Source: an optimization exercise on an open RTL-to-GDS flow (aim: small area). Production flows keep margins and buffers that such runs may drop. RTL that was checked went through simulation tests only; none was proved equivalent to the original. Power figures rest on the tool's default switching activity, not on a simulated workload.

Design Smiley_Block_T, start of the top module:
module	Smiley_Block_T	(
					input	logic	clk,
					input	logic	resetN,
					input	logic	startOfFrame,
					input	logic	[10:0] pixelX,
					input	logic	[10:0] pixelY,
					input	logic	collision,
					input	logic	up_key,
					input	logic	down_key,
					input	logic	right_key,
					input	logic	left_key,
					output	logic	smileyDR,
					output	logic	[7:0] smileyRGB,
					output	logic	move,
					output	logic	[10:0] topLeftX,
					output	logic	[10:0] topLeftY
);
localparam logic [2:0] IDLE0 = 3'd0, IDLE1 = 3'd1, MOVE = 3'd2, WAITF = 3'd3,
                       PCHG = 3'd4, PLIM = 3'd5;
logic [2:0]  state, state_n;
logic [15:1] xpos, xpos_n;       
logic [14:0] ypos, ypos_n;       
logic [15:6] xpos_h;             
logic [5:1]  xpos_l;             
logic [14:6] ypos_h;
logic [5:0]  ypos_l;
assign xpos = {xpos_h, xpos_l};
assign ypos = {ypos_h, ypos_l};
logic        xnz, xneg, ynz, yneg;       
logic        xnz_n, xneg_n, ynz_n, yneg_n;
logic [1:0]  dir, dir_n;         
logic        inbox;             
logic [4:0]  offx, offy;         
logic [1:0]  rgb;                
logic [3:0]  hit;                
logic        started;            
assign started = (state != IDLE0);
logic [15:1] xadd;
logic [14:0] yadd;
logic        xlo, xhi, ylo, yhi;
always_comb begin
	xadd = '0;
	yadd = '0;
	if (state == PCHG) begin
		if (xnz) xadd = xneg ? -15'sd20 : 15'sd20;
		if (ynz) yadd = yneg ? -15'sd40 : 15'sd40;
	end else if (state == MOVE && collision) begin
		if (hit[1])      xadd = -15'sd1;
		else if (hit[3]) xadd = 15'sd1;
		if (hit[0])      yadd = -15'sd2;
		else if (hit[2]) yadd = 15'sd2;
	end
end
assign xlo = (xpos[15:7] == 9'd0);                                   
  ...
Size in the first run: roughly 530 cells after synthesis, roughly 56 flip-flops, about 62 I/O pins, roughly 0.0037 mm² of cells after synthesis.
Settings: LEC_CHECK=0, CAP_MARGIN=20, CORE_MARGIN=2, CORE_UTILIZATION=65, SLEW_MARGIN=20; clock period 8.0 ns.
standard.sh (not shown) runs the stock make flow with config.mk's settings and CLKGATE_MAP_FILE= SYNTH_SCRIPT=/design/flow/synth_recipe.tcl, a recipe that flattens the netlist after the stock synthesis.
==> flow/flow/run.sh <==
#!/bin/bash
# Own layout flow: the standard layout (standard.sh), with two changes:
#  - synthesis maps the logic with an area-oriented ABC script (flow/area.abc)
#    and without adder-cell extraction; registers are mapped as in the
#    standard synthesis (flow/synth_area.tcl sources synth_recipe.tcl's steps);
#  - port buffers use the smallest buffer cell (buf_1);
#  - clock tree synthesis without dummy loads, from the smaller clock buffers.
# Each tool's output is in orfs/logs; make's own output is in flow_make.log.
set -euo pipefail
W=$(pwd)
export AREA_ABC_SCRIPT=$W/flow/area.abc
bash standard.sh SYNTH_SCRIPT=$W/flow/synth_area.tcl \
  "BUFFER_PORTS_ARGS=-buffer_cell sky130_fd_sc_hd__buf_1" \
  "CTS_ARGS=-sink_clustering_enable -repair_clock_nets -dont_use_dummy_load -buf_list {sky130_fd_sc_hd__clkbuf_4 sky130_fd_sc_hd__clkbuf_8}" \
  finish > $W/flow_make.log 2>&1
==> flow/flow/area.abc <==
strash
&get -n
&deepsyn -J 50 -T 120 -S 1
&put
dch -f
amap
topo
==> flow/flow/synth_area.tcl <==
# The standard flow's synthesis (synth_recipe.tcl) with an area-oriented ABC script in place of
# ORFS's, and without the full/half adder cell extraction. Registers are
# mapped exactly as in the standard synthesis (ABC only remaps the logic).
proc synth {args} { yosys synth -nofsm -noshare {*}$args }
proc extract_fa {args} { }
proc abc {args} {
  set i [lsearch -exact $args -script]
  if { $i >= 0 } { set args [lreplace $args $i [expr {$i + 1}] -script $::env(AREA_ABC_SCRIPT)] }
  set i [lsearch -exact $args -D]
  if { $i >= 0 } { set args [lreplace $args $i [expr {$i + 1}]] }
  yosys abc {*}$args
}
source $::env(SCRIPTS_DIR)/synth.tcl
# left out here: clear keep_hierarchy, flatten, clean up, hide names made inside functions, write 1_2_yosys.v
Next try:
--- a/flow/design.v
+++ b/flow/design.v
@@ -22,24 +22,24 @@
 logic [14:0] ypos, ypos_n;       
 logic [15:6] xpos_h;             
 logic [5:1]  xpos_l;             
 logic [14:6] ypos_h;
 logic [5:0]  ypos_l;
 assign xpos = {xpos_h, xpos_l};
 assign ypos = {ypos_h, ypos_l};
 logic        xnz, xneg, ynz, yneg;       
 logic        xnz_n, xneg_n, ynz_n, yneg_n;
 logic [1:0]  dir, dir_n;         
-logic        inbox;             
+logic        inbox;              
 logic [4:0]  offx, offy;         
-logic [1:0]  rgb;                
-logic [3:0]  hit;                
+logic [1:0]  rgb1, rgb;          
+logic [3:0]  hit1, hit;          
 logic        started;            
 assign started = (state != IDLE0);
 logic [15:1] xadd;
 logic [14:0] yadd;
 logic        xlo, xhi, ylo, yhi;
 always_comb begin
 	xadd = '0;
 	yadd = '0;
 	if (state == PCHG) begin
 		if (xnz) xadd = xneg ? -15'sd20 : 15'sd20;
@@ -112,30 +112,26 @@
 	xpos_l <= xpos_n[5:1];
 	ypos_l <= ypos_n[5:0];
 	xnz <= xnz_n; xneg <= xneg_n; ynz <= ynz_n; yneg <= yneg_n;
 end
 assign topLeftX = {1'b0, xpos[15:6]};
 assign topLeftY = {2'b0, ypos[14:6]};
 assign move     = started & (xnz | ynz);
 logic [11:0] dx, dy;
 assign dx = {pixelX[10], pixelX} - {2'b0, xpos[15:6]};
 assign dy = {pixelY[10], pixelY} - {3'b0, ypos[14:6]};
-always_ff @(posedge clk or negedge resetN)
-	if (!resetN) inbox <= 1'b0;
-	else         inbox <= (dx[11:5] == 7'd0) && (dy[11:5] == 7'd0);
-always_ff @(posedge clk) begin
-	offx <= dx[4:0];
-	offy <= dy[4:0];
-end
+assign inbox = (dx[11:5] == 7'd0) && (dy[11:5] == 7'd0);
+assign offx = dx[4:0];
+assign offy = dy[4:0];
 logic [4:0] row, col;
 always_comb begin
-	case (dir)
+	case (dir_n)
 	2'd0: begin row = offx; col = ~offy; end
 	2'd1: begin row = offx; col = offy;  end
 	2'd2: begin row = offy; col = offx;  end
 	default: begin row = offy; col = ~offx; end
 	endcase
 end
 logic [4:0] l1, r1, l0, r0;
 always_comb
 	case (row)
 	5'd0: l1 = 5'd14;
@@ -289,17 +285,24 @@
 logic [3:0] hit_lut;
 always_comb begin
 	case ({offy[4:3], offx[4:3]})
 	4'h0: hit_lut = 4'hC; 4'h1: hit_lut = 4'h4; 4'h2: hit_lut = 4'h4; 4'h3: hit_lut = 4'h6;
 	4'h4: hit_lut = 4'h8; 4'h5: hit_lut = 4'hC; 4'h6: hit_lut = 4'h6; 4'h7: hit_lut = 4'h2;
 	4'h8: hit_lut = 4'h8; 4'h9: hit_lut = 4'h9; 4'hA: hit_lut = 4'h3; 4'hB: hit_lut = 4'h2;
 	4'hC: hit_lut = 4'h9; 4'hD: hit_lut = 4'h1; 4'hE: hit_lut = 4'h1; default: hit_lut = 4'h3;
 	endcase
 end
 always_ff @(posedge clk or negedge resetN)
-	if (!resetN) rgb <= 2'b00;
-	else         rgb <= inbox ? pix : 2'b11;
+	if (!resetN) begin
+		rgb1 <= 2'b11;
+		hit1 <= 4'h0;
+		rgb  <= 2'b00;
+	end else begin
+		rgb1 <= inbox ? pix : 2'b11;
+		hit1 <= inbox ? hit_lut : 4'h0;
+		rgb  <= rgb1;
+	end
 always_ff @(posedge clk)
-	hit <= inbox ? hit_lut : 4'h0;
+	hit <= hit1;
 assign smileyRGB = {{6{started}}, rgb};
 assign smileyDR  = ~(started & rgb[1] & rgb[0]);
 endmodule
Outcome: Hold slack is worse by 130 ps. Clock-buffer cell count stays the same. Global-route usage rose by 5.2 points. Area after synthesis fell by 1.4%. Final area fell by 1.7%. Via count rose by about 6.4%. Total power rose by about 8%. Final cell count fell by about 0.47%. Sequential power fell by 15%. Non-clock buffer count fell by 2. Wire length rose by about 18%.
Function not checked in the second run of this note: the RTL went through the layout flow alone.

## static timing again, ports no longer ideal
The flow's constraints put no driver on any port. The routed layouts listed below were extracted and timed again, unchanged, in two steps. Step 1 sets driving cells, clkbuf_16 on the clock port and buf_2 on the other inputs (assumed; they add their load-dependent delay and slew). Step 2 adds t to the input delays and takes it off the output delays; t is the mean of the earliest and latest rising clock arrival at the registers after step 1. Input paths then give back, and output paths get back, about the clock's delay inside the block. a / b / c = ideal / step 1 / step 2; a / b = the first two.
run | t, ns | setup slack, ns | latest minus earliest clock arrival (ns)
the first run | 0.331 | 3.180 / 3.183 / 2.852 | 0.030 / 0.030
the second run | 0.328 | 2.248 / 2.259 / 1.931 | 0.023 / 0.023
After both steps setup and hold are still met in every run listed. For the first run, which loses most, drivers alone change the setup slack by +0.003 ns; drivers and shift together by -0.328 ns.
